Background: an optimization exercise with open tools, aiming at small area and a short achievable clock period. Do not read the settings as production practice.
Function was checked by simulation only, so behaviour that the tests miss may differ from the original.

[flow/design.v]
module matrix_multiplier (
    input clk,
    input reset,
    input start,
    input [7:0] in,
    output reg [15:0] o,
    output reg done
);
    reg [4:0] cnt;
    wire busy = cnt != 5'd0;
    wire [7:0] in_n = ~in;    
    reg [7:0] r0 [0:2];
    reg [7:0] r1 [0:2];
    reg [7:0] r2 [0:2];
    wire load_b0 = cnt >= 5'd10 && cnt <= 5'd12;
    wire load_b1 = cnt >= 5'd13 && cnt <= 5'd15;
    wire load_b2 = cnt >= 5'd16 && cnt <= 5'd18;
    always @(posedge clk) begin
        r0[0] <= load_b0 ? in_n : r0[2];
        r1[0] <= load_b1 ? in_n : r1[2];
        r2[0] <= load_b2 ? in_n : r2[2];
        r0[1] <= r0[0]; r0[2] <= r0[1];
        r1[1] <= r1[0]; r1[2] <= r1[1];
        r2[1] <= r2[0]; r2[2] <= r2[1];
    end
    reg [7:0] a0 [0:2];
    always @(posedge clk)
        if (cnt == 5'd1 || cnt == 5'd4 || cnt == 5'd7 || cnt == 5'd20 || cnt == 5'd23) begin
            a0[0] <= a0[1]; a0[1] <= a0[2]; a0[2] <= in_n;
        end
    reg [7:0] a1 [0:2];
    always @(posedge clk)
        if (cnt == 5'd2 || cnt == 5'd5 || cnt == 5'd8 || cnt == 5'd21 || cnt == 5'd24) begin
            a1[0] <= a1[1]; a1[1] <= a1[2]; a1[2] <= in_n;
        end
    reg [7:0] a2 [0:2];
    always @(posedge clk)
        if (cnt == 5'd3 || cnt == 5'd6 || cnt == 5'd9 || cnt == 5'd22 || cnt == 5'd25) begin
            a2[0] <= a2[1]; a2[1] <= a2[2]; a2[2] <= in_n;
        end
    wire [7:0] ha0 = a0[0];           
    wire [7:0] b0 = r0[1];            
    wire [7:0] ha1 = a1[0];           
    wire [7:0] b1 = r1[2];            
    wire [7:0] ha2 = a2[0];           
    wire [7:0] b2 = r2[0];            
    reg a1e_next;
    always @(posedge clk) a1e_next <= cnt == 5'd20 || cnt == 5'd23;
    wire ha1e = a1e_next ? a1[1][7] : a1[0][7];
    wire b1e = r1[1][0];
    wire s0_1 = ~(ha0[0] | b0[6]) ^ ~(ha0[1] | b0[5]);
    wire s0_2 = ~(ha0[0] | b0[6]) & ~(ha0[1] | b0[5]);
    wire s0_3, s0_4;
    fadd u_s0_3 (~(ha0[0] | b0[7]), ~(ha0[1] | b0[6]), ~(ha0[2] | b0[5]), s0_3, s0_4);
    wire s0_5, s0_6;
    fadd u_s0_5 (~(ha0[3] | b0[4]), ~(ha0[4] | b0[3]), ~(ha0[5] | b0[2]), s0_5, s0_6);
    wire s0_7, s0_8;
    fadd u_s0_7 (~(ha0[1] | b0[7]), ~(ha0[2] | b0[6]), ~(ha0[3] | b0[5]), s0_7, s0_8);
    wire s0_9 = ~(ha0[4] | b0[4]) ^ ~(ha0[5] | b0[3]);
    wire s0_10 = ~(ha0[4] | b0[4]) & ~(ha0[5] | b0[3]);
    wire s0_11, s0_12;
    fadd u_s0_11 (~(ha0[2] | b0[7]), ~(ha0[3] | b0[6]), ~(ha0[4] | b0[5]), s0_11, s0_12);
    wire s0_13 = ~(ha0[0] | b0[4]) ^ ~(ha0[1] | b0[3]);
    wire s0_14 = ~(ha0[0] | b0[4]) & ~(ha0[1] | b0[3]);
    wire s0_15, s0_16;
    fadd u_s0_15 (~(ha0[0] | b0[5]), ~(ha0[1] | b0[4]), ~(ha0[2] | b0[3]), s0_15, s0_16);
    wire s0_17 = ~(ha0[3] | b0[2]) ^ ~(ha0[4] | b0[1]);
    wire s0_18 = ~(ha0[3] | b0[2]) & ~(ha0[4] | b0[1]);
    wire s0_19, s0_20;
    fadd u_s0_19 (s0_1, ~(ha0[2] | b0[4]), ~(ha0[3] | b0[3]), s0_19, s0_20);
    wire s0_21, s0_22;
    fadd u_s0_21 (~(ha0[4] | b0[2]), ~(ha0[5] | b0[1]), ~(ha0[6] | b0[0]), s0_21, s0_22);
    wire s0_23, s0_24;
    fadd u_s0_23 (s0_2, s0_3, s0_5, s0_23, s0_24);
    wire s0_25, s0_26;
    fadd u_s0_25 (~(ha0[6] | b0[1]), ~(ha0[7] | b0[0]), ~(ha1e | b1e), s0_25, s0_26);
    wire s0_27, s0_28;
    fadd u_s0_27 (s0_4, s0_6, s0_7, s0_27, s0_28);
    wire s0_29, s0_30;
    fadd u_s0_29 (s0_9, ~(ha0[6] | b0[2]), ~(ha0[7] | b0[1]), s0_29, s0_30);
    wire s0_31, s0_32;
    fadd u_s0_31 (s0_8, s0_10, s0_11, s0_31, s0_32);
    wire s0_33, s0_34;
    fadd u_s0_33 (~(ha0[5] | b0[4]), ~(ha0[6] | b0[3]), ~(ha0[7] | b0[2]), s0_33, s0_34);
    wire s0_35, s0_36;
    fadd u_s0_35 (s0_12, ~(ha0[3] | b0[7]), ~(ha0[4] | b0[6]), s0_35, s0_36);
    wire s0_37, s0_38;
    fadd u_s0_37 (~(ha0[5] | b0[5]), ~(ha0[6] | b0[4]), ~(ha0[7] | b0[3]), s0_37, s0_38);
    wire s0_39, s0_40;
    fadd u_s0_39 (~(ha0[4] | b0[7]), ~(ha0[5] | b0[6]), ~(ha0[6] | b0[5]), s0_39, s0_40);
    wire s0_41 = ~(ha0[0] | b0[3]) ^ ~(ha0[1] | b0[2]);
    wire s0_42 = ~(ha0[0] | b0[3]) & ~(ha0[1] | b0[2]);
    wire s0_43, s0_44;
    fadd u_s0_43 (s0_13, ~(ha0[2] | b0[2]), ~(ha0[3] | b0[1]), s0_43, s0_44);
    wire s0_45, s0_46;
    fadd u_s0_45 (s0_14, s0_15, s0_17, s0_45, s0_46);
    wire s0_47, s0_48;
    fadd u_s0_47 (s0_16, s0_18, s0_19, s0_47, s0_48);
    wire s0_49, s0_50;
    fadd u_s0_49 (s0_20, s0_22, s0_23, s0_49, s0_50);
    wire s0_51, s0_52;
    fadd u_s0_51 (s0_24, s0_26, s0_27, s0_51, s0_52);
    wire s0_53, s0_54;
    fadd u_s0_53 (s0_28, s0_30, s0_31, s0_53, s0_54);
    wire s0_55, s0_56;
    fadd u_s0_55 (s0_32, s0_34, s0_35, s0_55, s0_56);
    wire s0_57, s0_58;
    fadd u_s0_57 (s0_36, s0_38, s0_39, s0_57, s0_58);
    wire s0_59, s0_60;
    fadd u_s0_59 (s0_40, ~(ha0[5] | b0[7]), ~(ha0[6] | b0[6]), s0_59, s0_60);
    wire s0_61 = ~(ha0[0] | b0[2]) ^ ~(ha0[1] | b0[1]);
    wire s0_62 = ~(ha0[0] | b0[2]) & ~(ha0[1] | b0[1]);
    wire s0_63, s0_64;
    fadd u_s0_63 (s0_41, ~(ha0[2] | b0[1]), ~(ha0[3] | b0[0]), s0_63, s0_64);
    wire s0_65, s0_66;
    fadd u_s0_65 (s0_42, s0_43, ~(ha0[4] | b0[0]), s0_65, s0_66);
    wire s0_67, s0_68;
    fadd u_s0_67 (s0_44, s0_45, ~(ha0[5] | b0[0]), s0_67, s0_68);
    wire s0_69, s0_70;
    fadd u_s0_69 (s0_46, s0_47, s0_21, s0_69, s0_70);
    wire s0_71, s0_72;
    fadd u_s0_71 (s0_48, s0_49, s0_25, s0_71, s0_72);
    wire s0_73, s0_74;
    fadd u_s0_73 (s0_50, s0_51, s0_29, s0_73, s0_74);
    wire s0_75, s0_76;
    fadd u_s0_75 (s0_52, s0_53, s0_33, s0_75, s0_76);
    wire s0_77, s0_78;
    fadd u_s0_77 (s0_54, s0_55, s0_37, s0_77, s0_78);
    wire s0_79, s0_80;
    fadd u_s0_79 (s0_56, s0_57, ~(ha0[7] | b0[4]), s0_79, s0_80);
    wire s0_81, s0_82;
    fadd u_s0_81 (s0_58, s0_59, ~(ha0[7] | b0[5]), s0_81, s0_82);
    wire s0_83, s0_84;
    fadd u_s0_83 (s0_60, ~(ha0[6] | b0[7]), ~(ha0[7] | b0[6]), s0_83, s0_84);
    reg q0_s0, q0_s1, q0_c1, q0_s2, q0_c2, q0_s3, q0_c3, q0_s4, q0_c4, q0_s5, q0_c5, q0_s6, q0_c6, q0_s7, q0_c7, q0_s8, q0_c8, q0_s9, q0_c9, q0_s10, q0_c10, q0_s11, q0_c11, q0_s12, q0_c12, q0_s13, q0_c13, q0_s14, q0_c14;
    always @(posedge clk) begin
        q0_s0 <= ~(ha0[0] | b0[0]);
        q0_s1 <= ~(ha0[0] | b0[1]);
        q0_c1 <= ~(ha0[1] | b0[0]);
        q0_s2 <= s0_61;
        q0_c2 <= ~(ha0[2] | b0[0]);
        q0_s3 <= s0_62;
        q0_c3 <= s0_63;
        q0_s4 <= s0_64;
        q0_c4 <= s0_65;
        q0_s5 <= s0_66;
        q0_c5 <= s0_67;
        q0_s6 <= s0_68;
        q0_c6 <= s0_69;
        q0_s7 <= s0_70;
        q0_c7 <= s0_71;
        q0_s8 <= s0_72;
        q0_c8 <= s0_73;
        q0_s9 <= s0_74;
        q0_c9 <= s0_75;
        q0_s10 <= s0_76;
        q0_c10 <= s0_77;
        q0_s11 <= s0_78;
        q0_c11 <= s0_79;
        q0_s12 <= s0_80;
        q0_c12 <= s0_81;
        q0_s13 <= s0_82;
        q0_c13 <= s0_83;
        q0_s14 <= s0_84;
        q0_c14 <= ~(ha0[7] | b0[7]);
    end
    wire s1_1 = q0_s4 ^ q0_c4;
    wire s1_2 = q0_s4 & q0_c4;
    wire s1_3, s1_4;
    fadd u_s1_3 (q0_s5, q0_c5, ~(ha1[0] | b1[5]), s1_3, s1_4);
    wire s1_5 = ~(ha1[1] | b1[4]) ^ ~(ha1[2] | b1[3]);
    wire s1_6 = ~(ha1[1] | b1[4]) & ~(ha1[2] | b1[3]);
    wire s1_7, s1_8;
    fadd u_s1_7 (q0_s6, q0_c6, ~(ha1[0] | b1[6]), s1_7, s1_8);
    wire s1_9, s1_10;
    fadd u_s1_9 (~(ha1[1] | b1[5]), ~(ha1[2] | b1[4]), ~(ha1[3] | b1[3]), s1_9, s1_10);
    wire s1_11 = ~(ha1[4] | b1[2]) ^ ~(ha1[5] | b1[1]);
    wire s1_12 = ~(ha1[4] | b1[2]) & ~(ha1[5] | b1[1]);
    wire s1_13, s1_14;
    fadd u_s1_13 (q0_s7, q0_c7, ~(ha1[0] | b1[7]), s1_13, s1_14);
    wire s1_15, s1_16;
    fadd u_s1_15 (~(ha1[1] | b1[6]), ~(ha1[2] | b1[5]), ~(ha1[3] | b1[4]), s1_15, s1_16);
    wire s1_17, s1_18;
    fadd u_s1_17 (~(ha1[4] | b1[3]), ~(ha1[5] | b1[2]), ~(ha1[6] | b1[1]), s1_17, s1_18);
    wire s1_19, s1_20;
    fadd u_s1_19 (q0_s8, q0_c8, ~(ha1[1] | b1[7]), s1_19, s1_20);
    wire s1_21, s1_22;
    fadd u_s1_21 (~(ha1[2] | b1[6]), ~(ha1[3] | b1[5]), ~(ha1[4] | b1[4]), s1_21, s1_22);
    wire s1_23, s1_24;
    fadd u_s1_23 (~(ha1[5] | b1[3]), ~(ha1[6] | b1[2]), ~(ha1[7] | b1[1]), s1_23, s1_24);
    wire s1_25, s1_26;
    fadd u_s1_25 (q0_s9, q0_c9, ~(ha1[2] | b1[7]), s1_25, s1_26);
    wire s1_27, s1_28;
    fadd u_s1_27 (~(ha1[3] | b1[6]), ~(ha1[4] | b1[5]), ~(ha1[5] | b1[4]), s1_27, s1_28);
    wire s1_29 = ~(ha1[6] | b1[3]) ^ ~(ha1[7] | b1[2]);
    wire s1_30 = ~(ha1[6] | b1[3]) & ~(ha1[7] | b1[2]);
    wire s1_31, s1_32;
    fadd u_s1_31 (q0_s10, q0_c10, ~(ha1[3] | b1[7]), s1_31, s1_32);
    wire s1_33, s1_34;
    fadd u_s1_33 (~(ha1[4] | b1[6]), ~(ha1[5] | b1[5]), ~(ha1[6] | b1[4]), s1_33, s1_34);
    wire s1_35, s1_36;
    fadd u_s1_35 (q0_s11, q0_c11, ~(ha1[4] | b1[7]), s1_35, s1_36);
    wire s1_37 = q0_s2 ^ q0_c2;
    wire s1_38 = q0_s2 & q0_c2;
    wire s1_39, s1_40;
    fadd u_s1_39 (q0_s3, q0_c3, ~(ha1[0] | b1[3]), s1_39, s1_40);
    wire s1_41 = ~(ha1[1] | b1[2]) ^ ~(ha1[2] | b1[1]);
    wire s1_42 = ~(ha1[1] | b1[2]) & ~(ha1[2] | b1[1]);
    wire s1_43, s1_44;
    fadd u_s1_43 (s1_1, ~(ha1[0] | b1[4]), ~(ha1[1] | b1[3]), s1_43, s1_44);
    wire s1_45, s1_46;
    fadd u_s1_45 (~(ha1[2] | b1[2]), ~(ha1[3] | b1[1]), ~(ha1[4] | b1[0]), s1_45, s1_46);
    wire s1_47, s1_48;
    fadd u_s1_47 (s1_2, s1_3, s1_5, s1_47, s1_48);
    wire s1_49, s1_50;
    fadd u_s1_49 (~(ha1[3] | b1[2]), ~(ha1[4] | b1[1]), ~(ha1[5] | b1[0]), s1_49, s1_50);
    wire s1_51, s1_52;
    fadd u_s1_51 (s1_4, s1_6, s1_7, s1_51, s1_52);
    wire s1_53, s1_54;
    fadd u_s1_53 (s1_9, s1_11, ~(ha1[6] | b1[0]), s1_53, s1_54);
    wire s1_55, s1_56;
    fadd u_s1_55 (s1_8, s1_10, s1_12, s1_55, s1_56);
    wire s1_57, s1_58;
    fadd u_s1_57 (s1_13, s1_15, s1_17, s1_57, s1_58);
    wire s1_59, s1_60;
    fadd u_s1_59 (s1_14, s1_16, s1_18, s1_59, s1_60);
    wire s1_61, s1_62;
    fadd u_s1_61 (s1_19, s1_21, s1_23, s1_61, s1_62);
    wire s1_63, s1_64;
    fadd u_s1_63 (s1_20, s1_22, s1_24, s1_63, s1_64);
    wire s1_65, s1_66;
    fadd u_s1_65 (s1_25, s1_27, s1_29, s1_65, s1_66);
    wire s1_67, s1_68;
    fadd u_s1_67 (s1_26, s1_28, s1_30, s1_67, s1_68);
    wire s1_69, s1_70;
    fadd u_s1_69 (s1_31, s1_33, ~(ha1[7] | b1[3]), s1_69, s1_70);
    wire s1_71, s1_72;
    fadd u_s1_71 (s1_32, s1_34, s1_35, s1_71, s1_72);
    wire s1_73, s1_74;
    fadd u_s1_73 (~(ha1[5] | b1[6]), ~(ha1[6] | b1[5]), ~(ha1[7] | b1[4]), s1_73, s1_74);
    wire s1_75, s1_76;
    fadd u_s1_75 (s1_36, q0_s12, q0_c12, s1_75, s1_76);
    wire s1_77, s1_78;
    fadd u_s1_77 (~(ha1[5] | b1[7]), ~(ha1[6] | b1[6]), ~(ha1[7] | b1[5]), s1_77, s1_78);
    wire s1_79, s1_80;
    fadd u_s1_79 (q0_s13, q0_c13, ~(ha1[6] | b1[7]), s1_79, s1_80);
    wire s1_81 = q0_s1 ^ q0_c1;
    wire s1_82 = q0_s1 & q0_c1;
    wire s1_83, s1_84;
    fadd u_s1_83 (s1_37, ~(ha1[0] | b1[2]), ~(ha1[1] | b1[1]), s1_83, s1_84);
    wire s1_85, s1_86;
    fadd u_s1_85 (s1_38, s1_39, s1_41, s1_85, s1_86);
    wire s1_87, s1_88;
    fadd u_s1_87 (s1_40, s1_42, s1_43, s1_87, s1_88);
    wire s1_89, s1_90;
    fadd u_s1_89 (s1_44, s1_46, s1_47, s1_89, s1_90);
    wire s1_91, s1_92;
    fadd u_s1_91 (s1_48, s1_50, s1_51, s1_91, s1_92);
    wire s1_93, s1_94;
    fadd u_s1_93 (s1_52, s1_54, s1_55, s1_93, s1_94);
    wire s1_95, s1_96;
    fadd u_s1_95 (s1_56, s1_58, s1_59, s1_95, s1_96);
    wire s1_97, s1_98;
    fadd u_s1_97 (s1_60, s1_62, s1_63, s1_97, s1_98);
    wire s1_99, s1_100;
    fadd u_s1_99 (s1_64, s1_66, s1_67, s1_99, s1_100);
    wire s1_101, s1_102;
    fadd u_s1_101 (s1_68, s1_70, s1_71, s1_101, s1_102);
    wire s1_103, s1_104;
    fadd u_s1_103 (s1_72, s1_74, s1_75, s1_103, s1_104);
    wire s1_105, s1_106;
    fadd u_s1_105 (s1_76, s1_78, s1_79, s1_105, s1_106);
    wire s1_107, s1_108;
    fadd u_s1_107 (s1_80, q0_s14, q0_c14, s1_107, s1_108);
    wire s1_109 = s1_81 ^ ~(ha1[0] | b1[1]);
    wire s1_110 = s1_81 & ~(ha1[0] | b1[1]);
    wire s1_111, s1_112;
    fadd u_s1_111 (s1_82, s1_83, ~(ha1[2] | b1[0]), s1_111, s1_112);
    wire s1_113, s1_114;
    fadd u_s1_113 (s1_84, s1_85, ~(ha1[3] | b1[0]), s1_113, s1_114);
    wire s1_115, s1_116;
    fadd u_s1_115 (s1_86, s1_87, s1_45, s1_115, s1_116);
    wire s1_117, s1_118;
    fadd u_s1_117 (s1_88, s1_89, s1_49, s1_117, s1_118);
    wire s1_119, s1_120;
    fadd u_s1_119 (s1_90, s1_91, s1_53, s1_119, s1_120);
    wire s1_121, s1_122;
    fadd u_s1_121 (s1_92, s1_93, s1_57, s1_121, s1_122);
    wire s1_123, s1_124;
    fadd u_s1_123 (s1_94, s1_95, s1_61, s1_123, s1_124);
    wire s1_125, s1_126;
    fadd u_s1_125 (s1_96, s1_97, s1_65, s1_125, s1_126);
    wire s1_127, s1_128;
    fadd u_s1_127 (s1_98, s1_99, s1_69, s1_127, s1_128);
    wire s1_129, s1_130;
    fadd u_s1_129 (s1_100, s1_101, s1_73, s1_129, s1_130);
    wire s1_131, s1_132;
    fadd u_s1_131 (s1_102, s1_103, s1_77, s1_131, s1_132);
    wire s1_133, s1_134;
    fadd u_s1_133 (s1_104, s1_105, ~(ha1[7] | b1[6]), s1_133, s1_134);
    wire s1_135, s1_136;
    fadd u_s1_135 (s1_106, s1_107, ~(ha1[7] | b1[7]), s1_135, s1_136);
    wire s1_137 = s1_136 ^ s1_108;
    reg q1_s0, q1_c0, q1_s1, q1_c1, q1_s2, q1_c2, q1_s3, q1_c3, q1_s4, q1_c4, q1_s5, q1_c5, q1_s6, q1_c6, q1_s7, q1_c7, q1_s8, q1_c8, q1_s9, q1_c9, q1_s10, q1_c10, q1_s11, q1_c11, q1_s12, q1_c12, q1_s13, q1_c13, q1_s14, q1_c14, q1_s15;
    always @(posedge clk) begin
        q1_s0 <= q0_s0;
        q1_c0 <= ~(ha1[0] | b1[0]);
        q1_s1 <= s1_109;
        q1_c1 <= ~(ha1[1] | b1[0]);
        q1_s2 <= s1_110;
        q1_c2 <= s1_111;
        q1_s3 <= s1_112;
        q1_c3 <= s1_113;
        q1_s4 <= s1_114;
        q1_c4 <= s1_115;
        q1_s5 <= s1_116;
        q1_c5 <= s1_117;
        q1_s6 <= s1_118;
        q1_c6 <= s1_119;
        q1_s7 <= s1_120;
        q1_c7 <= s1_121;
        q1_s8 <= s1_122;
        q1_c8 <= s1_123;
        q1_s9 <= s1_124;
        q1_c9 <= s1_125;
        q1_s10 <= s1_126;
        q1_c10 <= s1_127;
        q1_s11 <= s1_128;
        q1_c11 <= s1_129;
        q1_s12 <= s1_130;
        q1_c12 <= s1_131;
        q1_s13 <= s1_132;
        q1_c13 <= s1_133;
        q1_s14 <= s1_134;
        q1_c14 <= s1_135;
        q1_s15 <= s1_137;
    end
    wire s2_1 = q1_s4 ^ q1_c4;
    wire s2_2 = q1_s4 & q1_c4;
    wire s2_3, s2_4;
    fadd u_s2_3 (q1_s5, q1_c5, ~(ha2[0] | b2[5]), s2_3, s2_4);
    wire s2_5 = ~(ha2[1] | b2[4]) ^ ~(ha2[2] | b2[3]);
    wire s2_6 = ~(ha2[1] | b2[4]) & ~(ha2[2] | b2[3]);
    wire s2_7, s2_8;
    fadd u_s2_7 (q1_s6, q1_c6, ~(ha2[0] | b2[6]), s2_7, s2_8);
    wire s2_9, s2_10;
    fadd u_s2_9 (~(ha2[1] | b2[5]), ~(ha2[2] | b2[4]), ~(ha2[3] | b2[3]), s2_9, s2_10);
    wire s2_11 = ~(ha2[4] | b2[2]) ^ ~(ha2[5] | b2[1]);
    wire s2_12 = ~(ha2[4] | b2[2]) & ~(ha2[5] | b2[1]);
    wire s2_13, s2_14;
    fadd u_s2_13 (q1_s7, q1_c7, ~(ha2[0] | b2[7]), s2_13, s2_14);
    wire s2_15, s2_16;
    fadd u_s2_15 (~(ha2[1] | b2[6]), ~(ha2[2] | b2[5]), ~(ha2[3] | b2[4]), s2_15, s2_16);
    wire s2_17, s2_18;
    fadd u_s2_17 (~(ha2[4] | b2[3]), ~(ha2[5] | b2[2]), ~(ha2[6] | b2[1]), s2_17, s2_18);
    wire s2_19, s2_20;
    fadd u_s2_19 (q1_s8, q1_c8, ~(ha2[1] | b2[7]), s2_19, s2_20);
    wire s2_21, s2_22;
    fadd u_s2_21 (~(ha2[2] | b2[6]), ~(ha2[3] | b2[5]), ~(ha2[4] | b2[4]), s2_21, s2_22);
    wire s2_23, s2_24;
    fadd u_s2_23 (~(ha2[5] | b2[3]), ~(ha2[6] | b2[2]), ~(ha2[7] | b2[1]), s2_23, s2_24);
    wire s2_25, s2_26;
    fadd u_s2_25 (q1_s9, q1_c9, ~(ha2[2] | b2[7]), s2_25, s2_26);
    wire s2_27, s2_28;
    fadd u_s2_27 (~(ha2[3] | b2[6]), ~(ha2[4] | b2[5]), ~(ha2[5] | b2[4]), s2_27, s2_28);
    wire s2_29 = ~(ha2[6] | b2[3]) ^ ~(ha2[7] | b2[2]);
    wire s2_30 = ~(ha2[6] | b2[3]) & ~(ha2[7] | b2[2]);
    wire s2_31, s2_32;
    fadd u_s2_31 (q1_s10, q1_c10, ~(ha2[3] | b2[7]), s2_31, s2_32);
    wire s2_33, s2_34;
    fadd u_s2_33 (~(ha2[4] | b2[6]), ~(ha2[5] | b2[5]), ~(ha2[6] | b2[4]), s2_33, s2_34);
    wire s2_35, s2_36;
    fadd u_s2_35 (q1_s11, q1_c11, ~(ha2[4] | b2[7]), s2_35, s2_36);
    wire s2_37 = q1_s2 ^ q1_c2;
    wire s2_38 = q1_s2 & q1_c2;
    wire s2_39, s2_40;
    fadd u_s2_39 (q1_s3, q1_c3, ~(ha2[0] | b2[3]), s2_39, s2_40);
    wire s2_41 = ~(ha2[1] | b2[2]) ^ ~(ha2[2] | b2[1]);
    wire s2_42 = ~(ha2[1] | b2[2]) & ~(ha2[2] | b2[1]);
    wire s2_43, s2_44;
    fadd u_s2_43 (s2_1, ~(ha2[0] | b2[4]), ~(ha2[1] | b2[3]), s2_43, s2_44);
    wire s2_45, s2_46;
    fadd u_s2_45 (~(ha2[2] | b2[2]), ~(ha2[3] | b2[1]), ~(ha2[4] | b2[0]), s2_45, s2_46);
    wire s2_47, s2_48;
    fadd u_s2_47 (s2_2, s2_3, s2_5, s2_47, s2_48);
    wire s2_49, s2_50;
    fadd u_s2_49 (~(ha2[3] | b2[2]), ~(ha2[4] | b2[1]), ~(ha2[5] | b2[0]), s2_49, s2_50);
    wire s2_51, s2_52;
    fadd u_s2_51 (s2_4, s2_6, s2_7, s2_51, s2_52);
    wire s2_53, s2_54;
    fadd u_s2_53 (s2_9, s2_11, ~(ha2[6] | b2[0]), s2_53, s2_54);
    wire s2_55, s2_56;
    fadd u_s2_55 (s2_8, s2_10, s2_12, s2_55, s2_56);
    wire s2_57, s2_58;
    fadd u_s2_57 (s2_13, s2_15, s2_17, s2_57, s2_58);
    wire s2_59, s2_60;
    fadd u_s2_59 (s2_14, s2_16, s2_18, s2_59, s2_60);
    wire s2_61, s2_62;
    fadd u_s2_61 (s2_19, s2_21, s2_23, s2_61, s2_62);
    wire s2_63, s2_64;
    fadd u_s2_63 (s2_20, s2_22, s2_24, s2_63, s2_64);
    wire s2_65, s2_66;
    fadd u_s2_65 (s2_25, s2_27, s2_29, s2_65, s2_66);
    wire s2_67, s2_68;
    fadd u_s2_67 (s2_26, s2_28, s2_30, s2_67, s2_68);
    wire s2_69, s2_70;
    fadd u_s2_69 (s2_31, s2_33, ~(ha2[7] | b2[3]), s2_69, s2_70);
    wire s2_71, s2_72;
    fadd u_s2_71 (s2_32, s2_34, s2_35, s2_71, s2_72);
    wire s2_73, s2_74;
    fadd u_s2_73 (~(ha2[5] | b2[6]), ~(ha2[6] | b2[5]), ~(ha2[7] | b2[4]), s2_73, s2_74);
    wire s2_75, s2_76;
    fadd u_s2_75 (s2_36, q1_s12, q1_c12, s2_75, s2_76);
    wire s2_77, s2_78;
    fadd u_s2_77 (~(ha2[5] | b2[7]), ~(ha2[6] | b2[6]), ~(ha2[7] | b2[5]), s2_77, s2_78);
    wire s2_79, s2_80;
    fadd u_s2_79 (q1_s13, q1_c13, ~(ha2[6] | b2[7]), s2_79, s2_80);
    wire s2_81 = q1_s1 ^ q1_c1;
    wire s2_82 = q1_s1 & q1_c1;
    wire s2_83, s2_84;
    fadd u_s2_83 (s2_37, ~(ha2[0] | b2[2]), ~(ha2[1] | b2[1]), s2_83, s2_84);
    wire s2_85, s2_86;
    fadd u_s2_85 (s2_38, s2_39, s2_41, s2_85, s2_86);
    wire s2_87, s2_88;
    fadd u_s2_87 (s2_40, s2_42, s2_43, s2_87, s2_88);
    wire s2_89, s2_90;
    fadd u_s2_89 (s2_44, s2_46, s2_47, s2_89, s2_90);
    wire s2_91, s2_92;
    fadd u_s2_91 (s2_48, s2_50, s2_51, s2_91, s2_92);
    wire s2_93, s2_94;
    fadd u_s2_93 (s2_52, s2_54, s2_55, s2_93, s2_94);
    wire s2_95, s2_96;
    fadd u_s2_95 (s2_56, s2_58, s2_59, s2_95, s2_96);
    wire s2_97, s2_98;
    fadd u_s2_97 (s2_60, s2_62, s2_63, s2_97, s2_98);
    wire s2_99, s2_100;
    fadd u_s2_99 (s2_64, s2_66, s2_67, s2_99, s2_100);
    wire s2_101, s2_102;
    fadd u_s2_101 (s2_68, s2_70, s2_71, s2_101, s2_102);
    wire s2_103, s2_104;
    fadd u_s2_103 (s2_72, s2_74, s2_75, s2_103, s2_104);
    wire s2_105, s2_106;
    fadd u_s2_105 (s2_76, s2_78, s2_79, s2_105, s2_106);
    wire s2_107, s2_108;
    fadd u_s2_107 (s2_80, q1_s14, q1_c14, s2_107, s2_108);
    wire s2_109 = q1_s0 ^ q1_c0;
    wire s2_110 = q1_s0 & q1_c0;
    wire s2_111, s2_112;
    fadd u_s2_111 (s2_81, ~(ha2[0] | b2[1]), ~(ha2[1] | b2[0]), s2_111, s2_112);
    wire s2_113, s2_114;
    fadd u_s2_113 (s2_82, s2_83, ~(ha2[2] | b2[0]), s2_113, s2_114);
    wire s2_115, s2_116;
    fadd u_s2_115 (s2_84, s2_85, ~(ha2[3] | b2[0]), s2_115, s2_116);
    wire s2_117, s2_118;
    fadd u_s2_117 (s2_86, s2_87, s2_45, s2_117, s2_118);
    wire s2_119, s2_120;
    fadd u_s2_119 (s2_88, s2_89, s2_49, s2_119, s2_120);
    wire s2_121, s2_122;
    fadd u_s2_121 (s2_90, s2_91, s2_53, s2_121, s2_122);
    wire s2_123, s2_124;
    fadd u_s2_123 (s2_92, s2_93, s2_57, s2_123, s2_124);
    wire s2_125, s2_126;
    fadd u_s2_125 (s2_94, s2_95, s2_61, s2_125, s2_126);
    wire s2_127, s2_128;
    fadd u_s2_127 (s2_96, s2_97, s2_65, s2_127, s2_128);
    wire s2_129, s2_130;
    fadd u_s2_129 (s2_98, s2_99, s2_69, s2_129, s2_130);
    wire s2_131, s2_132;
    fadd u_s2_131 (s2_100, s2_101, s2_73, s2_131, s2_132);
    wire s2_133, s2_134;
    fadd u_s2_133 (s2_102, s2_103, s2_77, s2_133, s2_134);
    wire s2_135, s2_136;
    fadd u_s2_135 (s2_104, s2_105, ~(ha2[7] | b2[6]), s2_135, s2_136);
    wire s2_137, s2_138;
    fadd u_s2_137 (s2_106, s2_107, ~(ha2[7] | b2[7]), s2_137, s2_138);
    wire s2_139 = s2_108 ^ q1_s15;
    wire s2_140 = s2_138 ^ s2_139;
    reg q2_s0, q2_c0, q2_s1, q2_c1, q2_s2, q2_c2, q2_s3, q2_c3, q2_s4, q2_c4, q2_s5, q2_c5, q2_s6, q2_c6, q2_s7, q2_c7, q2_s8, q2_c8, q2_s9, q2_c9, q2_s10, q2_c10, q2_s11, q2_c11, q2_s12, q2_c12, q2_s13, q2_c13, q2_s14, q2_c14, q2_s15, q2_x7;
    always @(posedge clk) begin
        q2_s0 <= s2_109;
        q2_c0 <= ~(ha2[0] | b2[0]);
        q2_s1 <= s2_110;
        q2_c1 <= s2_111;
        q2_s2 <= s2_112;
        q2_c2 <= s2_113;
        q2_s3 <= s2_114;
        q2_c3 <= s2_115;
        q2_s4 <= s2_116;
        q2_c4 <= s2_117;
        q2_s5 <= s2_118;
        q2_c5 <= s2_119;
        q2_s6 <= s2_120;
        q2_c6 <= s2_121;
        q2_s7 <= s2_122;
        q2_c7 <= s2_123;
        q2_s8 <= s2_124;
        q2_c8 <= s2_125;
        q2_s9 <= s2_126;
        q2_c9 <= s2_127;
        q2_s10 <= s2_128;
        q2_c10 <= s2_129;
        q2_s11 <= s2_130;
        q2_c11 <= s2_131;
        q2_s12 <= s2_132;
        q2_c12 <= s2_133;
        q2_s13 <= s2_134;
        q2_c13 <= s2_135;
        q2_s14 <= s2_136;
        q2_c14 <= s2_137;
        q2_s15 <= s2_140;
        q2_x7 <= ~(ha2[7] | b2[0]);
    end
    wire [15:0] sum_s = {q2_s15, q2_s14, q2_s13, q2_s12, q2_s11, q2_s10, q2_s9, q2_s8, q2_s7, q2_s6, q2_s5, q2_s4, q2_s3, q2_s2, q2_s1, q2_s0};
    wire [15:0] sum_c = {1'b0, q2_c14, q2_c13, q2_c12, q2_c11, q2_c10, q2_c9, q2_c8, q2_c7, q2_c6, q2_c5, q2_c4, q2_c3, q2_c2, q2_c1, q2_c0};
    wire [15:0] sum = sum_s + sum_c + {8'd0, q2_x7, 7'd0};
    wire valid = cnt >= 5'd21 && cnt <= 5'd29;
    always @(posedge clk or posedge reset) begin
        if (reset) begin
            cnt  <= 5'd0;
            o    <= 16'd0;
            done <= 1'b0;
        end else begin
            o    <= valid ? sum : 16'd0;
            done <= cnt == 5'd29 || cnt == 5'd30;
            if (cnt == 5'd30)
                cnt <= 5'd0;
            else if (busy || start)
                cnt <= cnt + 5'd1;
        end
    end
endmodule
module fadd (input a, input b, input c, output s, output co);
    assign s  = a ^ b ^ c;
    assign co = (a & b) | (a & c) | (b & c);
endmodule
[flow/flow/run.sh]
#!/bin/bash
# The standard layout flow with these changes in how the layout is made (the
# clock period and the constraints stay the design's): the ports are buffered
# with buf_2 cells, and clock tree synthesis adds no dummy loads. The make
# output goes to standard.log; each ORFS step keeps its own log under orfs/logs.
set -euo pipefail
bash standard.sh SETUP_SLACK_MARGIN=5 \
    "BUFFER_PORTS_ARGS=-buffer_cell sky130_fd_sc_hd__buf_2" \
    "CTS_ARGS=-sink_clustering_enable -repair_clock_nets -dont_use_dummy_load -buf_list sky130_fd_sc_hd__clkbuf_16 -sink_clustering_size 30 -sink_clustering_max_diameter 80" \
    finish > standard.log 2>&1
[flow/standard.sh]
#!/bin/bash
# synth_recipe.tcl (not shown) runs the flow's synth.tcl, then flattens the netlist and writes it again
# the make line also repeats each setting of config.mk as NAME=value (left out here)
make -C /OpenROAD-flow-scripts/flow DESIGN_CONFIG=/design/flow/config.mk WORK_HOME=/design/flow/orfs CLKGATE_MAP_FILE= SYNTH_SCRIPT=/design/flow/synth_recipe.tcl "${@:-finish}"
[flow/config.mk]
export PLATFORM = sky130hd
export DESIGN_NAME = matrix_multiplier
export DESIGN_NICKNAME = matrix_multiplier
export VERILOG_FILES = /design/flow/design.v
export SDC_FILE = /design/flow/constraint.sdc
export NUM_CORES = 4
export LEC_CHECK = 0
export CAP_MARGIN = 20
export CORE_MARGIN = 2
export CORE_UTILIZATION = 40
export CTS_BUF_LIST = sky130_fd_sc_hd__clkbuf_8
export CTS_CLUSTER_DIAMETER = 60
export CTS_CLUSTER_SIZE = 20
export SLEW_MARGIN = 20
export SYNTH_HIERARCHICAL = 1
export SYNTH_MINIMUM_KEEP_SIZE = 0
[flow/constraint.sdc]
create_clock -name core_clock -period 8.0 [get_ports {clk}]
set_input_delay 1.6000 -clock core_clock [delete_from_list [all_inputs] [get_ports {clk}]]
set_output_delay 1.6000 -clock core_clock [all_outputs]
set_load 0.01 [all_outputs]
==> results.rst, run 1 <==
.. list-table::
   :header-rows: 1

   * - Metric
     - Value
   * - Largest net degree at the start of global routing
     - 31
   * - # DRC
     - 0
   * - Fmax achieved
     - 0.356 GHz
   * - Number of clock sinks seen by CTS
     - 259
   * - DP Area
     - 12300 sq um
   * - Number of buffers added by the clock tree synthesis step
     - 14
   * - Number of slew-limit violations in the final report
     - 0
   * - Synth Net Count
     - 1141
   * - Worst setup path start
     - a1[0][3]
   * - Required time worst endpoint
     - 8.33 ns
   * - DRT Wirelength
     - 21.0 mm
   * - Count of flip-flops with a built-in enable after synthesis
     - 72
   * - Data arrival, critical path
     - 3.14 ns
   * - Longest Clk Path Bufs
     - 3
   * - Core Util, Final
     - 0.430
   * - Count of non-filler cells in the finished layout
     - 1292
   * - Number of hold-repair buffers added at the cts stage
     - 0
   * - Overall overflow remaining after global route
     - 0
   * - Die H
     - 177 microns
   * - Fin worst setup slack
     - 5.19 ns
   * - CTS tree
     - yes
   * - Post-synth cell types
     - 43
   * - Count of yosys warnings during synthesis
     - 13
   * - Commonest register cell after synthesis
     - sky130_fd_sc_hd__dfxtp_1
   * - Total of flip-flops plus latches after synthesis
     - 259
   * - WL per Instance
     - 16.3 microns
   * - I/O pins
     - 28
   * - Dpl cells
     - 1278
   * - Clock latency at the later pin of the worst-skew pair
     - 0.49 ns
   * - Vias in the first global route
     - 6512
   * - Cells after Synth
     - 916
   * - Share of async-settable or async-resettable flops after synthesis
     - 0.0849
   * - Avg Cell Area, Syn
     - 13.0 sq um
   * - Slew at the pin with the worst max-slew slack
     - 0.878 ns
   * - Layout Skew
     - 0.0575 ns
   * - Number of gates given a new drive strength after cts
     - 0
   * - Startpoint class of the critical path
     - flip-flop
   * - Crit Path Max Fanout
     - 8
   * - Average vias per placed instance
     - 4.75
   * - Antenna cells
     - 0
   * - Number of DRC markers in iteration 0
     - 336
   * - Sequential cell area fraction in the yosys report
     - 0.505
   * - Most common library cell in the layout ignoring fill and taps
     - sky130_fd_sc_hd__nor2_1
   * - FF/Latch Area
     - 6020 sq um
   * - Hold path start
     - r1[0][7]
   * - Number of filler instances in the final layout
     - 2716
   * - P&R area growth vs syn
     - 6.59%
   * - Element type at the critical path end
     - flip-flop
   * - Most frequent cells in the layout
     - sky130_fd_sc_hd__nor2_1 (207), sky130_fd_sc_hd__dfxtp_1 (165), sky130_fd_sc_hd__fa_1 (159)
   * - Area of the core region
     - 29500 sq um
   * - Final clock period utilization by the worst path
     - 0.351
   * - Buffers added on ports
     - 27
   * - Outcome
     - complete, no violations
   * - Slew HR
     - 0.414
   * - DIE WIDTH
     - 177 microns
   * - 1st-pass router iterations
     - 4
   * - Wire length of the first global-routing pass
     - 34.5 mm
   * - Final cell area excluding filler cells
     - 12700 sq um
   * - Count of antenna-violating nets left after detailed routing
     - 0
   * - Overall global routing resource usage
     - 0.141
   * - Area of the multi-input gates
     - 5610 sq um
   * - Clock transition at the register clock pins on the worst setup and hold paths after CTS
     - 0.10 ns
   * - Number of standard-cell rows in the floorplan
     - 63
   * - Worst slack, placed
     - 5.23 ns
   * - Worst reg2reg path startpoint
     - a1[0][3]
   * - Proportion of layout cells with a drive suffix above 1
     - 0.0565
   * - Total half-perimeter wirelength after legalization and detailed placement
     - 16.2 mm
   * - Maxcap violations
     - 0
   * - Path type of the worst setup path
     - reg2reg
   * - Worst Hold Slack
     - 0.329 ns
   * - Shortest clock period the worst path allows after layout
     - 2.81 ns
   * - Initial core utilization
     - 0.404
   * - Hold/Removal Path Class
     - reg2reg
   * - Total number of H-tree levels
     - 1
   * - Fin Setup TNS
     - 0 ns
   * - Setup Viol. Count Final
     - 0
   * - Initial antenna violation count
     - 0
   * - Total via count after detailed routing
     - 6134
   * - Setup repair after global routing missed its margin
     - no
   * - CTS Root Buffer Type
     - sky130_fd_sc_hd__clkbuf_16
   * - Number of hold-slack violations in the final timing report
     - 0
   * - Die Outline Area
     - 31200 sq um
   * - Post-layout net count
     - 1129
   * - Number of buffers inserted by post-CTS setup repair
     - 0
   * - Final estimated routing congestion in global placement
     - 0.798
   * - Area of the mapped netlist
     - 11900 sq um
-- synth_stat cells (all sizes together), types with 3 or more instances --
master,n,share of area
fa,159,0.27
or3,5,0.0026
buf,12,0.0042
xnor2,6,0.0044
nor3,5,0.0021
a211oi,3,0.0019
edfxtp,72,0.18
nand3,4,0.0017
ha,55,0.058
dfxtp,165,0.28
and3,4,0.0021
nor2,207,0.065
nor2b,3,0.0016
dfrtp,22,0.046
xor2,6,0.0044
o21ai,36,0.015
nand2,38,0.012
and2,6,0.0032
a21oi,12,0.0050
clkbuf,46,0.015
o21a,3,0.0019
a21o,7,0.0044
inv,18,0.0057
-- layout make-up --
class / instances / share of cell area
Tap cell: 390 / 0.0385
Multi-Input combinational cell: 581 / 0.442
Clock buffer: 14 / 0.0276
Timing Repair Buffer: 30 / 0.0124
Sequential cell: 259 / 0.474
Inverter: 18 / 0.00532
-- Yosys stat by module (local to each module, per instance) --
module / cells / copies in the design
matrix_multiplier: 759 / 1
fadd: 1 / 157
-- per-layer routing --
metal	vias to the layer above	global-route usage	routed length, microns
met5	-	0	0
met4	0	0.0437	554
met3	29	0.0174	524
met2	97	0.232	9790
met1	3087	0.195	10200
li1	2921	-	-
-- state kept, by name, summed over array words and instances, names as in the netlist, 5 cells and up --
signal  count
a0         24
a1         24
a2         24
cnt         5
o          16
r0         24
r1         24
r2         24
-- cells by family (layout without fill, tap and decap cells) --
| kind of cell | count (synthesis) | count (layout) | share of synthesized area |
|---|---|---|---|
| compound gates | 77 | 77 | 0.0419 |
| simple gates | 276 | 276 | 0.0928 |
| xor+xnor | 12 | 12 | 0.00883 |
| mux | 2 | 2 | 0.00168 |
| fa+ha+maj | 214 | 214 | 0.325 |
| flops | 259 | 259 | 0.505 |
| buf+inv | 76 | 62 | 0.0244 |
-- worst max-delay path: stages (launching register included) --
cell,delay (ns)
sky130_fd_sc_hd__edfxtp_1,0.58
sky130_fd_sc_hd__nor2_1,0.19
sky130_fd_sc_hd__fa_1,0.46
sky130_fd_sc_hd__fa_1,0.47
sky130_fd_sc_hd__fa_1,0.54
sky130_fd_sc_hd__fa_1,0.41
-- final timing paths --
| path | endpoint | slack [ns] | cells past startpoint |
|---|---|---|---|
| worst max-delay path | q1_c7 | 5.19 | 5 |
| worst min-delay path | r1[1][7] | 0.33 | 0 |
| worst max register to register | q1_c7 | 5.19 | 5 |
| worst min register to register | r1[1][7] | 0.33 | 0 |
| max in group asynchronous | o[5] | 6.12 | 2 |
| min in group asynchronous | done | 1.29 | 2 |
==> run 2: changes to the inputs <==
--- a/flow/flow/run.sh
+++ b/flow/flow/run.sh
@@ -7,4 +7,4 @@
 bash standard.sh SETUP_SLACK_MARGIN=5 \
     "BUFFER_PORTS_ARGS=-buffer_cell sky130_fd_sc_hd__buf_2" \
-    "CTS_ARGS=-sink_clustering_enable -repair_clock_nets -dont_use_dummy_load -buf_list sky130_fd_sc_hd__clkbuf_16 -sink_clustering_size 30 -sink_clustering_max_diameter 80" \
+    "CTS_ARGS=-sink_clustering_enable -repair_clock_nets -dont_use_dummy_load -buf_list {sky130_fd_sc_hd__clkbuf_4 sky130_fd_sc_hd__clkbuf_8} -sink_clustering_size 12 -sink_clustering_max_diameter 50" \
     finish > standard.log 2>&1
==> run 2 against run 1 <==
Net effect: utilization is 0.12 points higher; critical path type unchanged; critical endpoint unchanged; synthesized cell count is the same; highest routed layer unchanged.
==> results.rst, run 2 <==
.. list-table::
   :header-rows: 1

   * - Metric
     - Value
   * - CTS Root Buffer Type
     - sky130_fd_sc_hd__clkbuf_8 (was sky130_fd_sc_hd__clkbuf_16)
   * - Number of gates on the worst path with buffers counted
     - 5 (unchanged)
   * - Buffers added on ports
     - 27 (unchanged)
   * - Path type of the worst setup path
     - reg2reg (unchanged)
   * - Wire length of the first global-routing pass
     - 34.8 mm (was 34.5 mm)
   * - Total number of H-tree levels
     - 1 (unchanged)
   * - I/O pins
     - 28 (unchanged)
   * - Most frequent cells in the layout
     - sky130_fd_sc_hd__nor2_1 (207), sky130_fd_sc_hd__dfxtp_1 (165), sky130_fd_sc_hd__fa_1 (159) (unchanged)
   * - Outcome
     - complete, no violations (unchanged)
   * - Setup repair after global routing missed its margin
     - no (unchanged)
   * - Number of slew-limit violations in the final report
     - 0 (unchanged)
   * - Cells after Synth
     - 916 (unchanged)
   * - Count of non-filler cells in the finished layout
     - 1306 (was 1292)
   * - Synth Net Count
     - 1141 (unchanged)
   * - Slew at the pin with the worst max-slew slack
     - 0.880 ns (was 0.878 ns)
   * - Crit Path Max Fanout
     - 8 (unchanged)
   * - Number of buffers added by the clock tree synthesis step
     - 28 (was 14)
   * - Count of buffering cells on the critical path with inverters included
     - 0 (unchanged)
   * - Worst reg2reg path startpoint
     - a1[0][3] (unchanged)
   * - Slew HR
     - 0.413 (was 0.414)
   * - Layout Skew
     - 0.0592 ns (was 0.0575 ns)
   * - WHS Path Cells
     - 0 (unchanged)
   * - Final estimated routing congestion in global placement
     - 0.798 (unchanged)
   * - List of cells traversed by the critical path
     - nor2_1, fa_1, fa_1, fa_1, fa_1 (unchanged)
   * - Slowest stage cell, crit path
     - sky130_fd_sc_hd__edfxtp_1 (unchanged)
   * - Hold Path Sink
     - r0[1][2] (was r1[1][7])
   * - Data arrival, critical path
     - 3.20 ns (was 3.14 ns)
   * - Hold path start
     - r0[0][2] (was r1[0][7])
   * - Number of filler instances in the final layout
     - 2733 (was 2716)
   * - Initial antenna violation count
     - 0 (unchanged)
   * - Number of DRC markers in iteration 0
     - 363 (was 336)
   * - Fmax achieved
     - 0.356 GHz (about the same)
   * - Startpoint class of the critical path
     - flip-flop (unchanged)
   * - Share of async-settable or async-resettable flops after synthesis
     - 0.0849 (unchanged)
   * - Die Outline Area
     - 31200 sq um (unchanged)
   * - Hold/Removal Path Class
     - reg2reg (unchanged)
   * - Area of the multi-input gates
     - 5610 sq um (unchanged)
   * - Maxcap violations
     - 0 (unchanged)
   * - R2r worst-path depth
     - 5 (unchanged)
   * - Required time worst endpoint
     - 8.40 ns (was 8.33 ns)
   * - Total of flip-flops plus latches after synthesis
     - 259 (unchanged)
   * - CTS tree
     - yes (unchanged)
   * - Worst Hold Slack
     - 0.305 ns (was 0.329 ns)
   * - Most frequent cell on the critical path
     - sky130_fd_sc_hd__fa_1 (unchanged)
   * - P&R area growth vs syn
     - 6.88% (was 6.59%)
   * - R2R setup slack
     - 5.19 ns (about the same)
   * - Number of hold-slack violations in the final timing report
     - 0 (unchanged)
   * - Count of yosys warnings during synthesis
     - 13 (unchanged)
   * - Number of standard-cell rows in the floorplan
     - 63 (unchanged)
   * - Largest net degree at the start of global routing
     - 25 (was 31)
   * - DRT Wirelength
     - 21.2 mm (was 21.0 mm)
   * - Number of clock sinks seen by CTS
     - 259 (unchanged)
   * - Die H
     - 177 microns (unchanged)
   * - Area of the mapped netlist
     - 11900 sq um (unchanged)
   * - Initial core utilization
     - 0.404 (unchanged)
   * - Average vias per placed instance
     - 4.77 (was 4.75)
   * - Clock transition at the register clock pins on the worst setup and hold paths after CTS
     - 0.07 ns (was 0.10 ns)
   * - Commonest cells in the netlist
     - sky130_fd_sc_hd__nor2_1 (207), sky130_fd_sc_hd__dfxtp_1 (165), sky130_fd_sc_hd__fa_1 (159) (unchanged)
   * - Most area-hungry cell type in the Yosys netlist
     - sky130_fd_sc_hd__dfxtp_1 (unchanged)
   * - Count of antenna-violating nets left after detailed routing
     - 0 (unchanged)
   * - Leading cell types by total area after synthesis
     - sky130_fd_sc_hd__dfxtp_1 (28%), sky130_fd_sc_hd__fa_1 (27%), sky130_fd_sc_hd__edfxtp_1 (18%), sky130_fd_sc_hd__nor2_1 (6.5%), sky130_fd_sc_hd__ha_1 (5.8%) (unchanged)
   * - FF/Latch Area
     - 6020 sq um (unchanged)
   * - Most instantiated library cell after synthesis
     - sky130_fd_sc_hd__nor2_1 (unchanged)
   * - Fin Setup TNS
     - 0 ns (unchanged)
   * - Largest incremental delay on the critical path
     - 0.56 ns (was 0.58 ns)
   * - Portion of synthesized cell area occupied by the leading cell type
     - 0.277 (unchanged)
   * - Count of flip-flops with a built-in enable after synthesis
     - 72 (unchanged)
   * - Overall overflow remaining after global route
     - 0 (unchanged)
   * - DIE WIDTH
     - 177 microns (unchanged)
   * - Terminus of the critical flop-to-flop path
     - q1_c7 (unchanged)
   * - Element type at the critical path end
     - flip-flop (unchanged)
   * - 1st-pass router iterations
     - 4 (unchanged)
   * - Commonest register cell after synthesis
     - sky130_fd_sc_hd__dfxtp_1 (unchanged)
   * - # DRC
     - 0 (unchanged)
   * - Longest Clk Path Bufs
     - 3 (unchanged)
   * - Number of gates given a new drive strength after cts
     - 0 (unchanged)
   * - Most common library cell in the layout ignoring fill and taps
     - sky130_fd_sc_hd__nor2_1 (unchanged)
   * - Antenna cells
     - 0 (unchanged)
   * - Worst path top cell family by delay
     - adder cells (unchanged)
   * - Final clock period utilization by the worst path
     - 0.351 (about the same)
   * - Core Util, Final
     - 0.432 (was 0.430)
   * - Setup Viol. Count Final
     - 0 (unchanged)
   * - WL per Instance
     - 16.2 microns (was 16.3 microns)
   * - Sequential cell area fraction in the yosys report
     - 0.505 (unchanged)
   * - Clock latency at the later pin of the worst-skew pair
     - 0.56 ns (was 0.49 ns)
   * - Post-synth cell types
     - 43 (unchanged)
   * - Number of buffers inserted by post-CTS setup repair
     - 0 (unchanged)
   * - Dpl cells
     - 1278 (unchanged)
   * - Post-layout net count
     - 1143 (was 1129)
   * - Area of the core region
     - 29500 sq um (unchanged)
   * - Shortest clock period the worst path allows after layout
     - 2.81 ns (about the same)
   * - Total via count after detailed routing
     - 6234 (was 6134)
   * - Avg Cell Area, Syn
     - 13.0 sq um (unchanged)
   * - Total half-perimeter wirelength after legalization and detailed placement
     - 16.2 mm (unchanged)
   * - Overall global routing resource usage
     - 0.142 (was 0.141)
   * - Vias in the first global route
     - 6576 (was 6512)
   * - Proportion of layout cells with a drive suffix above 1
     - 0.0710 (was 0.0565)
   * - Number of hold-repair buffers added at the cts stage
     - 0 (unchanged)
==> run 2: cell counts after synthesis <==
No cell type changed its count.
==> run 2: stage by stage <==
| step | cell area (sq um) | worst slack [ns] |
|---|---|---|
| after global routing | 12700 | 5.08 |
| after global placement | 12300 | 5.26 |
| after detailed placement | 12300 | 5.23 |
| final | 12700 | 5.19 |
| after floorplan | 11900 | 5.29 |
| after CTS | 12700 | 5.18 |
==> run 2: cells by family after synthesis <==
kind of cell	Yosys count	synth area share
compound gates	77	0.0419
xor+xnor	12	0.00883
fa+ha+maj	214	0.325
buf+inv	76	0.0244
flops	259	0.505
mux	2	0.00168
simple gates	276	0.0928
==> run 2: worst reg2reg max path, cell delays in order (launching register included) <==
cell	delay, ns
sky130_fd_sc_hd__edfxtp_1	0.56
sky130_fd_sc_hd__nor2_1	0.20
sky130_fd_sc_hd__fa_1	0.46
sky130_fd_sc_hd__fa_1	0.47
sky130_fd_sc_hd__fa_1	0.54
sky130_fd_sc_hd__fa_1	0.41
==> run 2: layout make-up <==
type,instances,area share
Tap cell,390,0.0383
Timing Repair Buffer,30,0.0124
Clock buffer,28,0.0303
Sequential cell,259,0.473
Multi-Input combinational cell,581,0.441
Inverter,18,0.00531
==> run 2: worst max path at each step <==
stage,endpoint,from,slack (ns)
2_1_floorplan,q2_s15,a2[0][4],5.29
4_1_cts,q1_c7,a1[0][2],5.18
6_report,q1_c7,a1[0][3],5.19
5_1_grt,q2_s15,a2[0][4],5.08
3_3_place_gp,q1_c11,a1[0][3],5.26
3_5_place_dp,q2_c10,a2[0][2],5.23
==> run 2: per-module statistics from Yosys (local to each module, per instance) <==
| module | times used | flops+latches | area [sq um] |
|---|---|---|---|
| fadd | 157 | 0 | 20.0 |
| matrix_multiplier | 1 | 259 | 8760 |
==> run 2: routing by layer <==
layer | routed length (microns) | track usage | vias to the layer above
met5 | 0 | 0 | -
met3 | 672 | 0.0205 | 41
met2 | 9710 | 0.230 | 115
li1 | - | - | 2950
met4 | 599 | 0.0475 | 0
met1 | 10200 | 0.197 | 3128
==> run 3: changes to the inputs <==
--- a/flow/flow/run.sh
+++ b/flow/flow/run.sh
@@ -7,4 +7,4 @@
 bash standard.sh SETUP_SLACK_MARGIN=5 \
     "BUFFER_PORTS_ARGS=-buffer_cell sky130_fd_sc_hd__buf_2" \
-    "CTS_ARGS=-sink_clustering_enable -repair_clock_nets -dont_use_dummy_load -buf_list {sky130_fd_sc_hd__clkbuf_4 sky130_fd_sc_hd__clkbuf_8} -sink_clustering_size 12 -sink_clustering_max_diameter 50" \
+    "CTS_ARGS=-sink_clustering_enable -repair_clock_nets -dont_use_dummy_load -buf_list sky130_fd_sc_hd__clkbuf_8 -sink_clustering_size 20 -sink_clustering_max_diameter 60" \
     finish > standard.log 2>&1
--- a/flow/config.mk
+++ b/flow/config.mk
@@ -8,8 +8,9 @@
 export CAP_MARGIN = 20
 export CORE_MARGIN = 2
-export CORE_UTILIZATION = 40
+export CORE_UTILIZATION = 55
 export CTS_BUF_LIST = sky130_fd_sc_hd__clkbuf_8
 export CTS_CLUSTER_DIAMETER = 60
 export CTS_CLUSTER_SIZE = 20
+export PLACE_DENSITY = 0.85
 export SLEW_MARGIN = 20
 export SYNTH_HIERARCHICAL = 1
==> run 3 against run 2 <==
Net effect: still clean; die area decreased by 27%; synthesized cell count unchanged; final area decreased by 2.2%; non-clock buffer count unchanged; clock-buffer cell count decreased by 10; sequential cell count unchanged; global-route usage increased by 5.8 points; via count increased by 4.6%; cell count decreased by 9.6%.
==> results.rst, run 3 <==
.. list-table::
   :header-rows: 1

   * - Metric
     - Value
   * - XOR/XNOR share of the synthesized area
     - 0.00883 (unchanged)
   * - Most area-hungry cell type in the Yosys netlist
     - sky130_fd_sc_hd__dfxtp_1 (unchanged)
   * - Slew HR
     - 0.428 (was 0.413)
   * - Sequential cell area fraction in the yosys report
     - 0.505 (unchanged)
   * - Number of hold-repair buffers added at the cts stage
     - 0 (unchanged)
   * - Portion of synthesized cell area occupied by the leading cell type
     - 0.277 (unchanged)
   * - Met3 demand-to-capacity share in global routing
     - 0.0307 (was 0.0205)
   * - Die H
     - 151 microns (was 177 microns)
   * - Area of the core region
     - 21200 sq um (was 29500 sq um)
   * - Count of yosys warnings during synthesis
     - 13 (unchanged)
   * - Worst setup path start
     - a1[0][3] (unchanged)
   * - Avg Cell Area, Syn
     - 13.0 sq um (unchanged)
   * - Fin Setup TNS
     - 0 ns (unchanged)
   * - Final cell area excluding filler cells
     - 12400 sq um (was 12700 sq um)
   * - List of cells traversed by the critical path
     - nor2_1, fa_1, fa_1, fa_1, fa_1 (unchanged)
   * - # DRC
     - 0 (unchanged)
   * - Most common library cell in the layout ignoring fill and taps
     - sky130_fd_sc_hd__nor2_1 (unchanged)
   * - Synth Net Count
     - 1141 (unchanged)
   * - Final clock period utilization by the worst path
     - 0.354 (was 0.351)
   * - Area of the mapped netlist
     - 11900 sq um (unchanged)
   * - Number of gates given a new drive strength after cts
     - 0 (unchanged)
   * - Worst reg2reg path startpoint
     - a1[0][3] (unchanged)
   * - Largest net degree at the start of global routing
     - 25 (unchanged)
   * - Buffers added on ports
     - 27 (unchanged)
   * - CTS tree
     - yes (unchanged)
   * - Wire length of the first global-routing pass
     - 35.1 mm (was 34.8 mm)
   * - Number of slew-limit violations in the final report
     - 0 (unchanged)
   * - Commonest register cell after synthesis
     - sky130_fd_sc_hd__dfxtp_1 (unchanged)
   * - Number of DRC markers in iteration 0
     - 410 (was 363)
   * - Met2 Usage GRT
     - 0.355 (was 0.230)
   * - Crit Path Max Fanout
     - 8 (unchanged)
   * - Setup Viol. Count Final
     - 0 (unchanged)
   * - Number of hold-slack violations in the final timing report
     - 0 (unchanged)
   * - Cells after Synth
     - 916 (unchanged)
   * - Terminus of the critical flop-to-flop path
     - q1_c7 (unchanged)
   * - Total of flip-flops plus latches after synthesis
     - 259 (unchanged)
   * - Layout Skew
     - 0.0390 ns (was 0.0592 ns)
   * - Post-synth cell types
     - 43 (unchanged)
   * - Number of clock sinks seen by CTS
     - 259 (unchanged)
   * - Share of async-settable or async-resettable flops after synthesis
     - 0.0849 (unchanged)
   * - Path type of the worst setup path
     - reg2reg (unchanged)
   * - Most frequent cells in the layout
     - sky130_fd_sc_hd__nor2_1 (207), sky130_fd_sc_hd__dfxtp_1 (165), sky130_fd_sc_hd__fa_1 (159) (unchanged)
   * - Final estimated routing congestion in global placement
     - 0.883 (was 0.798)
   * - P&R area growth vs syn
     - 4.52% (was 6.88%)
   * - Leading cell types by total area after synthesis
     - sky130_fd_sc_hd__dfxtp_1 (28%), sky130_fd_sc_hd__fa_1 (27%), sky130_fd_sc_hd__edfxtp_1 (18%), sky130_fd_sc_hd__nor2_1 (6.5%), sky130_fd_sc_hd__ha_1 (5.8%) (unchanged)
   * - Startpoint class of the critical path
     - flip-flop (unchanged)
   * - DP Area
     - 12200 sq um (was 12300 sq um)
   * - Largest family of logic cells by synthesized area
     - adder cells (unchanged)
   * - Setup repair after global routing missed its margin
     - no (unchanged)
   * - Most Used Layer, Global Route
     - met2 (unchanged)
   * - Number of buffers added by the clock tree synthesis step
     - 18 (was 28)
   * - Data arrival, critical path
     - 3.24 ns (was 3.20 ns)
   * - Total via count after detailed routing
     - 6518 (was 6234)
   * - Maxcap violations
     - 0 (unchanged)
   * - Clock transition at the register clock pins on the worst setup and hold paths after CTS
     - 0.11 ns (was 0.07 ns)
   * - Total half-perimeter wirelength after legalization and detailed placement
     - 16.4 mm (was 16.2 mm)
   * - Shortest clock period the worst path allows after layout
     - 2.83 ns (was 2.81 ns)
   * - Count of non-filler cells in the finished layout
     - 1181 (was 1306)
   * - Clock latency at the later pin of the worst-skew pair
     - 0.53 ns (was 0.56 ns)
   * - Slew at the pin with the worst max-slew slack
     - 0.857 ns (was 0.880 ns)
   * - Proportion of layout cells with a drive suffix above 1
     - 0.0607 (was 0.0710)
   * - Arithmetic-cell share of the synthesized area counting full adders, half adders and majority gates
     - 0.325 (unchanged)
   * - I/O pins
     - 28 (unchanged)
   * - Die Outline Area
     - 22800 sq um (was 31200 sq um)
   * - Longest Clk Path Bufs
     - 3 (unchanged)
   * - DRT Wirelength
     - 21.2 mm (about the same)
   * - Most frequent cell on the critical path
     - sky130_fd_sc_hd__fa_1 (unchanged)
   * - Count of flip-flops with a built-in enable after synthesis
     - 72 (unchanged)
   * - Synth Area in Compound Gates
     - 0.0419 (unchanged)
   * - Overall global routing resource usage
     - 0.200 (was 0.142)
   * - Count of antenna-violating nets left after detailed routing
     - 0 (unchanged)
   * - R2R setup slack
     - 5.17 ns (was 5.19 ns)
   * - Overall overflow remaining after global route
     - 0 (unchanged)
   * - Largest incremental delay on the critical path
     - 0.57 ns (was 0.56 ns)
   * - Mux cell area share after synthesis
     - 0.00168 (unchanged)
   * - Slowest stage cell, crit path
     - sky130_fd_sc_hd__edfxtp_1 (unchanged)
   * - Vias in the first global route
     - 7023 (was 6576)
   * - Core Util, Final
     - 0.588 (was 0.432)
   * - WL per Instance
     - 18.0 microns (was 16.2 microns)
   * - Fmax achieved
     - 0.353 GHz (was 0.356 GHz)
   * - Required time worst endpoint
     - 8.41 ns (was 8.40 ns)
   * - 1st-pass router iterations
     - 4 (unchanged)
   * - Element type at the critical path end
     - flip-flop (unchanged)
   * - Outcome
     - complete, no violations (unchanged)
   * - CTS Root Buffer Type
     - sky130_fd_sc_hd__clkbuf_8 (unchanged)
   * - Initial core utilization
     - 0.563 (was 0.404)
   * - Average vias per placed instance
     - 5.52 (was 4.77)
   * - Met1 track demand over resource in global routing
     - 0.251 (was 0.197)
   * - Commonest cells in the netlist
     - sky130_fd_sc_hd__nor2_1 (207), sky130_fd_sc_hd__dfxtp_1 (165), sky130_fd_sc_hd__fa_1 (159) (unchanged)
   * - Number of buffers inserted by post-CTS setup repair
     - 0 (unchanged)
   * - R2r worst-path depth
     - 5 (unchanged)
   * - Simple-gate share of the synthesized area
     - 0.0928 (unchanged)
   * - DIE WIDTH
     - 151 microns (was 177 microns)
   * - Post-layout net count
     - 1133 (was 1143)
   * - Antenna cells
     - 0 (unchanged)
   * - Dpl cells
     - 1163 (was 1278)
   * - Critical Path End
     - q1_c7 (unchanged)
   * - Hold/Removal Path Class
     - reg2reg (unchanged)
   * - Total number of H-tree levels
     - 1 (unchanged)
   * - Number of standard-cell rows in the floorplan
     - 53 (was 63)
   * - Most instantiated library cell after synthesis
     - sky130_fd_sc_hd__nor2_1 (unchanged)
   * - Initial antenna violation count
     - 0 (unchanged)
## run 3: critical path, delay by kind of cell (launching register included)
family                   cells  cell delay, ns
adder cells (fa/ha/maj)      4            1.90
flip-flops                   1            0.57
AND/OR/NAND/NOR              1            0.24
## run 3: through the flow
stage | hold WS [ns] | setup slack, ns
finish | 0.311 | 5.17
global route | 0.310 | 5.07
CTS | 0.313 | 5.17
detailed placement | 0.312 | 5.22
global placement | 0.310 | 5.27
floorplan | 0.310 | 5.29
## run 3: modules after synthesis (local to each module, per instance)
module / cell area (sq um) / flops+latches
fadd: 20.0 / 0
matrix_multiplier: 8760 / 259
## run 3: per-layer routing
| layer | routed length [microns] | share of wire |
|---|---|---|
| met5 | 0 | 0 |
| met4 | 701 | 0.033 |
| met3 | 1160 | 0.055 |
| met2 | 10500 | 0.49 |
| met1 | 8890 | 0.42 |
## run 3: final cells by class
type                            count  area, sq um
Multi-Input combinational cell    581         5610
Inverter                           18         67.6
Fill cell                        1604         8710
Timing Repair Buffer               30          158
Sequential cell                   259         6020
Tap cell                          275          344
Clock buffer                       18          248
## run 3: logic make-up (layout without fill, tap and decap cells)
family | Yosys count | in the layout
compound gates | 77 | 77
flops | 259 | 259
mux | 2 | 2
buf+inv | 76 | 66
xor+xnor | 12 | 12
simple gates | 276 | 276
fa+ha+maj | 214 | 214
## run 3: worst min path at each step
| stage | startpoint | endpoint | cells after the start | slack [ns] |
|---|---|---|---|---|
| detailed placement | r1[0][6] | r1[1][6] | 0 | 0.31 |
| global placement | r0[0][4] | r0[1][4] | 0 | 0.31 |
| CTS | r0[0][1] | r0[1][1] | 0 | 0.31 |
| global route | r1[0][5] | r1[1][5] | 0 | 0.31 |
| finish | r0[0][1] | r0[1][1] | 0 | 0.31 |
| floorplan | q0_s0 | q1_s0 | 0 | 0.31 |

afterwards: timing with drivers on the ports:
Ports are ideal in the flow. The routed layouts listed here were re-timed in OpenROAD. Step 1 assumes that a clkbuf_16 drives the clock port and a buf_2 every other input. Step 2 moves the port delays by t, midway between the first and last clock arrival at a register: inputs arrive t later, outputs are due t later. That takes back most of the time a late clock gives input paths. Three values: ideal, step 1, step 2; two values: the first two.
run	shift t [ns]	setup slack, ns	worst setup path at the end
run 1	0.512	5.192 / 5.192 / 5.192	register to register
run 2	0.575	5.194 / 5.194 / 5.194	register to register
run 3	0.547	5.168 / 5.168 / 5.168	register to register
After both steps setup and hold are still met in every run listed.
